This design comes from an exercise in tuning for small area and a short achievable clock period on the open sky130 flow, not from production work.
The RTL was checked by simulation tests, not by an equivalence proof against the original design.
Power figures rest on the tool's default switching activity, not on a simulated workload.

Setup of run A:
// desiredDrive_reg
module desiredDrive_reg(
    input clk, rst_n,
    input [11:0] avg_torque,
    input [4:0] cadence,
    input not_pedaling,
    input [12:0] incline,
    input [2:0] scale,
    output logic [11:0] target_curr
);
For scale: ~1,400 cells after synthesis, ~48 I/O pins, ~0.010 mm2 of cells after synthesis.
clock: 13.0 ns
lec_check: 0
abc_area: 1
cap_margin: 20
core_margin: 2
core_utilization: 40
cts_buf_list: sky130_fd_sc_hd__clkbuf_4 sky130_fd_sc_hd__clkbuf_8
slew_margin: 20
tns_end_percent: 5
standard.sh (not shown) runs the stock make flow with config.mk's settings and CLKGATE_MAP_FILE= SYNTH_SCRIPT=/design/flow/synth_recipe.tcl, a recipe that flattens the netlist after the stock synthesis.
==> flow/flow/run.sh <==
#!/bin/bash
# Layout flow: the standard flow (standard.sh), with these changes:
#  - synthesis: Yosys's generic "synth -run fine:" step skips its early ABC
#    pass (-noabc), so that extract_fa sees the RTL's full adders as written
#    (without the input/output inversions that pass puts around them), and
#    extract_fa leaves the carry-propagate adders (instances u_cpa_*) and the
#    whole input stage (instance iDD) to the
#    final ABC mapping instead of building them from adder cells; the rest of
#    synthesis (dfflibmap, the final ABC mapping, flatten, renaming) is as in
#    the standard flow's synthesis;
#  - the port buffers are PORT_BUF cells;
#  - ORFS's timing repair aims for SETUP_MARGIN ns of setup slack.
# The SDC, the clock period and every other step are the standard flow's.
set -euo pipefail
HERE=$(pwd)
SETUP_MARGIN=8.0
PORT_BUF=sky130_fd_sc_hd__buf_1
# ORFS's synth.tcl with the changes
sed -e 's/synth -top \$::env(DESIGN_NAME) -run fine: {\*}\$synth_full_args/synth -top $::env(DESIGN_NAME) -run fine: -noabc {*}$synth_full_args/' \
    -e 's/extract_fa {\*}\[dont_use_extract_fa_args\]/extract_fa {*}[dont_use_extract_fa_args] c:* c:*u_cpa_* %d c:iDD.* %d/' \
    "$FLOW_HOME/scripts/synth.tcl" > "$HERE/synth_changed.tcl"
grep -q -F -- '-run fine: -noabc' "$HERE/synth_changed.tcl"
grep -q -F -- 'extract_fa {*}[dont_use_extract_fa_args] c:* c:*u_cpa_* %d c:iDD.* %d' "$HERE/synth_changed.tcl"
# The standard flow's synthesis wrapper, sourcing the changed synth.tcl
sed "s#source \$::env(SCRIPTS_DIR)/synth.tcl#source $HERE/synth_changed.tcl#" synth_recipe.tcl > "$HERE/flow_synth.tcl"
grep -q -F "source $HERE/synth_changed.tcl" "$HERE/flow_synth.tcl"
# The standard.sh, pointed at that wrapper
sed "s#SYNTH_SCRIPT=[^ ]*#SYNTH_SCRIPT=$HERE/flow_synth.tcl#" standard.sh > "$HERE/flow_standard.sh"
grep -q -F "SYNTH_SCRIPT=$HERE/flow_synth.tcl" "$HERE/flow_standard.sh"
bash "$HERE/flow_standard.sh" SETUP_SLACK_MARGIN=$SETUP_MARGIN \
    "BUFFER_PORTS_ARGS=-buffer_cell $PORT_BUF" finish > "$HERE/flow_make.log" 2>&1
Inputs modified between run A and run B:
-- flow/flow/run.sh --
<<< run A, line 5
#    (without the input/output inversions that pass puts around them), and
#    extract_fa leaves the carry-propagate adders (instances u_cpa_*) and the
#    whole input stage (instance iDD) to the
#    final ABC mapping instead of building them from adder cells; the rest of
>>> run B, line 5
#    (without the input/output inversions that pass puts around them), and
#    extract_fa leaves the carry-propagate adders (instances u_cpa_*) to the
#    final ABC mapping instead of building them from adder cells; the rest of
<<< run A, line 19
sed -e 's/synth -top \$::env(DESIGN_NAME) -run fine: {\*}\$synth_full_args/synth -top $::env(DESIGN_NAME) -run fine: -noabc {*}$synth_full_args/' \
    -e 's/extract_fa {\*}\[dont_use_extract_fa_args\]/extract_fa {*}[dont_use_extract_fa_args] c:* c:*u_cpa_* %d c:iDD.* %d/' \
    "$FLOW_HOME/scripts/synth.tcl" > "$HERE/synth_changed.tcl"
grep -q -F -- '-run fine: -noabc' "$HERE/synth_changed.tcl"
grep -q -F -- 'extract_fa {*}[dont_use_extract_fa_args] c:* c:*u_cpa_* %d c:iDD.* %d' "$HERE/synth_changed.tcl"
# The standard flow's synthesis wrapper, sourcing the changed synth.tcl
>>> run B, line 18
sed -e 's/synth -top \$::env(DESIGN_NAME) -run fine: {\*}\$synth_full_args/synth -top $::env(DESIGN_NAME) -run fine: -noabc {*}$synth_full_args/' \
    -e 's/extract_fa {\*}\[dont_use_extract_fa_args\]/extract_fa {*}[dont_use_extract_fa_args] c:* c:*u_cpa_* %d/' \
    "$FLOW_HOME/scripts/synth.tcl" > "$HERE/synth_changed.tcl"
grep -q -F -- '-run fine: -noabc' "$HERE/synth_changed.tcl"
grep -q -F -- 'extract_fa {*}[dont_use_extract_fa_args] c:* c:*u_cpa_* %d' "$HERE/synth_changed.tcl"
# The standard flow's synthesis wrapper, sourcing the changed synth.tcl
--- outcome ---
After synthesis and placement, the instance count of run B is below that of run A. Lower maximum number of pins on one net before global-route repair was reported by run B, not run A. Relative to run A, the top achievable clock speed measured on run B has decreased by a little under 10%. Run comparison: run B startpoint of the most critical setup path cadence[4]; run A startpoint of the most critical setup path incline[5]. Power on run B is behind run A. Comparing run A and run B, area after synthesis is lower on run B. The number of multi-input combinational cells in the layout reported for run B is smaller than that of run A by 182. Higher final setup slack of the worst path was reported by run A, not run B. Comparing the two runs side by side, run B comes out behind run A on clock skew. Comparing run A and run B, the lower post-route clock period utilization is on run A. Count of clock-buffer cells in the layout delta for run B relative to run A: 2 lower. Run A and run B ended up with nearly the same global-route usage.
Edits applied to the flow inputs when going from run B to run C:
- clearing ABC_AREA, which used to be 1
==> flow/flow/run.sh <==
#!/bin/bash
# Layout flow: the standard flow (standard.sh), with these changes:
#  - synthesis: Yosys's generic "synth -run fine:" step skips its early ABC
#    pass (-noabc), so that extract_fa sees the RTL's full adders as written
#    (without the input/output inversions that pass puts around them), and
#    extract_fa leaves the carry-propagate adders (instances u_cpa_*) and the
#    whole input stage (instance iDD) to the
#    final ABC mapping instead of building them from adder cells; the rest of
#    synthesis (dfflibmap, flatten, renaming) is as in the standard flow's synthesis, but
#    the final ABC mapping runs flow/map.abc, a delay-oriented mapping without
#    ABC's own buffering and sizing (OpenROAD's repair sizes the cells later);
#  - the port buffers are PORT_BUF cells;
#  - ORFS's timing repair aims for SETUP_MARGIN ns of setup slack.
# The SDC, the clock period and every other step are the standard flow's.
set -euo pipefail
HERE=$(pwd)
SETUP_MARGIN=7.6
PORT_BUF=sky130_fd_sc_hd__buf_1
# ORFS's synth.tcl with the changes
sed -e 's/synth -top \$::env(DESIGN_NAME) -run fine: {\*}\$synth_full_args/synth -top $::env(DESIGN_NAME) -run fine: -noabc {*}$synth_full_args/' \
    -e 's/extract_fa {\*}\[dont_use_extract_fa_args\]/extract_fa {*}[dont_use_extract_fa_args] c:* c:*u_cpa_* %d c:iDD.* %d/' \
    -e "s#^  log_cmd abc {\*}\\\$abc_args\$#  log_cmd abc {*}[lreplace \$abc_args 1 1 $HERE/flow/map.abc]#" \
    "$FLOW_HOME/scripts/synth.tcl" > "$HERE/synth_changed.tcl"
grep -q -F -- '-run fine: -noabc' "$HERE/synth_changed.tcl"
grep -q -F -- 'extract_fa {*}[dont_use_extract_fa_args] c:* c:*u_cpa_* %d c:iDD.* %d' "$HERE/synth_changed.tcl"
grep -q -F -- "log_cmd abc {*}[lreplace \$abc_args 1 1 $HERE/flow/map.abc]" "$HERE/synth_changed.tcl"
# The standard flow's synthesis wrapper, sourcing the changed synth.tcl
sed "s#source \$::env(SCRIPTS_DIR)/synth.tcl#source $HERE/synth_changed.tcl#" synth_recipe.tcl > "$HERE/flow_synth.tcl"
grep -q -F "source $HERE/synth_changed.tcl" "$HERE/flow_synth.tcl"
# The standard.sh, pointed at that wrapper
sed "s#SYNTH_SCRIPT=[^ ]*#SYNTH_SCRIPT=$HERE/flow_synth.tcl#" standard.sh > "$HERE/flow_standard.sh"
grep -q -F "SYNTH_SCRIPT=$HERE/flow_synth.tcl" "$HERE/flow_standard.sh"
bash "$HERE/flow_standard.sh" SETUP_SLACK_MARGIN=$SETUP_MARGIN \
    "BUFFER_PORTS_ARGS=-buffer_cell $PORT_BUF" finish > "$HERE/flow_make.log" 2>&1
==> flow/flow/map.abc (new file) <==
strash
dch
map -B 0.9
topo
stime -c
Notes after the runs:
- Die span in y: lower on run B
- Run C against run B: non-clock buffer count now smaller; aggregate routed wire length now larger.
- In the reports for run B and run C, the larger power belongs to run B.
- Slowest cell on the critical path: sky130_fd_sc_hd__fa_1 -> run B, sky130_fd_sc_hd__ha_1 -> run C
- Relative to run B, the area of the placeable core of run C is higher by 4.0%.
- Number of post-CTS setup repair buffers (higher): run B
Inputs modified between run C and run D:
-- flow/flow/run.sh --
<<< run C, line 5
#    (without the input/output inversions that pass puts around them), and
#    extract_fa leaves the carry-propagate adders (instances u_cpa_*) and the
#    whole input stage (instance iDD) to the
#    final ABC mapping instead of building them from adder cells; the rest of
>>> run D, line 5
#    (without the input/output inversions that pass puts around them), and
#    extract_fa leaves the carry-propagate adders (instances u_cpa_*) to the
#    final ABC mapping instead of building them from adder cells; the rest of
<<< run C, line 16
HERE=$(pwd)
SETUP_MARGIN=7.6
PORT_BUF=sky130_fd_sc_hd__buf_1
>>> run D, line 15
HERE=$(pwd)
SETUP_MARGIN=8.0
PORT_BUF=sky130_fd_sc_hd__buf_1
<<< run C, line 20
sed -e 's/synth -top \$::env(DESIGN_NAME) -run fine: {\*}\$synth_full_args/synth -top $::env(DESIGN_NAME) -run fine: -noabc {*}$synth_full_args/' \
    -e 's/extract_fa {\*}\[dont_use_extract_fa_args\]/extract_fa {*}[dont_use_extract_fa_args] c:* c:*u_cpa_* %d c:iDD.* %d/' \
    -e "s#^  log_cmd abc {\*}\\\$abc_args\$#  log_cmd abc {*}[lreplace \$abc_args 1 1 $HERE/flow/map.abc]#" \
>>> run D, line 19
sed -e 's/synth -top \$::env(DESIGN_NAME) -run fine: {\*}\$synth_full_args/synth -top $::env(DESIGN_NAME) -run fine: -noabc {*}$synth_full_args/' \
    -e 's/extract_fa {\*}\[dont_use_extract_fa_args\]/extract_fa {*}[dont_use_extract_fa_args] c:* c:*u_cpa_* %d/' \
    -e "s#^  log_cmd abc {\*}\\\$abc_args\$#  log_cmd abc {*}[lreplace \$abc_args 1 1 $HERE/flow/map.abc]#" \
<<< run C, line 24
grep -q -F -- '-run fine: -noabc' "$HERE/synth_changed.tcl"
grep -q -F -- 'extract_fa {*}[dont_use_extract_fa_args] c:* c:*u_cpa_* %d c:iDD.* %d' "$HERE/synth_changed.tcl"
grep -q -F -- "log_cmd abc {*}[lreplace \$abc_args 1 1 $HERE/flow/map.abc]" "$HERE/synth_changed.tcl"
>>> run D, line 23
grep -q -F -- '-run fine: -noabc' "$HERE/synth_changed.tcl"
grep -q -F -- 'extract_fa {*}[dont_use_extract_fa_args] c:* c:*u_cpa_* %d' "$HERE/synth_changed.tcl"
grep -q -F -- "log_cmd abc {*}[lreplace \$abc_args 1 1 $HERE/flow/map.abc]" "$HERE/synth_changed.tcl"
## What came out
Result: PASS for each of run D and run C
Going from run C to run D, sequential share of cell area up 0.51 points; final worst-path setup slack down 0.22 ns; leakage power summed over all cells down 7.6%; relative max-transition margin down 3.2 points.
Looking at most common cell after layout, fill and taps aside, the sky130_fd_sc_hd__nand2_1 result is from run C; the sky130_fd_sc_hd__nor2_1 one comes from run D.
Maximum number of pins on one net before global-route repair ended up 1 lower on run D than on run C.
Run C has a higher first-pass GRT wire length than run D.

-- what the ideal ports hide --
In the flow no input, the clock included, has a driving cell. The finished layouts below were timed again as built, in two steps.
Step 1 sets driving cells, clkbuf_16 on the clock port and buf_2 on the other inputs (assumed; they add their load-dependent delay and slew).
Step 2 adds t to the input delays and takes it off the output delays; t is the mean of the earliest and latest rising clock arrival at the registers after step 1. Input paths then give back, and output paths get back, about the clock's delay inside the block.
a / b / c = ideal / step 1 / step 2; a / b = the first two.
| run | t (ns) | slack for setup (ns) | hold slack, ns | worst slew at a driven data input, ns | cell pins on the clock port's net |
|---|---|---|---|---|---|
| run A | 0.352 | 8.195 / 8.206 / 7.854 | 0.701 / 0.701 / 0.701 | 0.04 | 1 |
| run B | 0.347 | 7.792 / 7.783 / 7.436 | 0.713 / 0.713 / 0.713 | 0.06 | 1 |
| run C | 0.358 | 7.958 / 7.975 / 7.617 | 0.699 / 0.699 / 0.699 | 0.04 | 1 |
| run D | 0.360 | 7.734 / 7.719 / 7.359 | 0.730 / 0.730 / 0.730 | 0.07 | 1 |
After both steps setup and hold are still met in every run listed. For run D, which loses most, drivers alone change the setup slack by -0.015 ns; drivers and shift together by -0.375 ns.
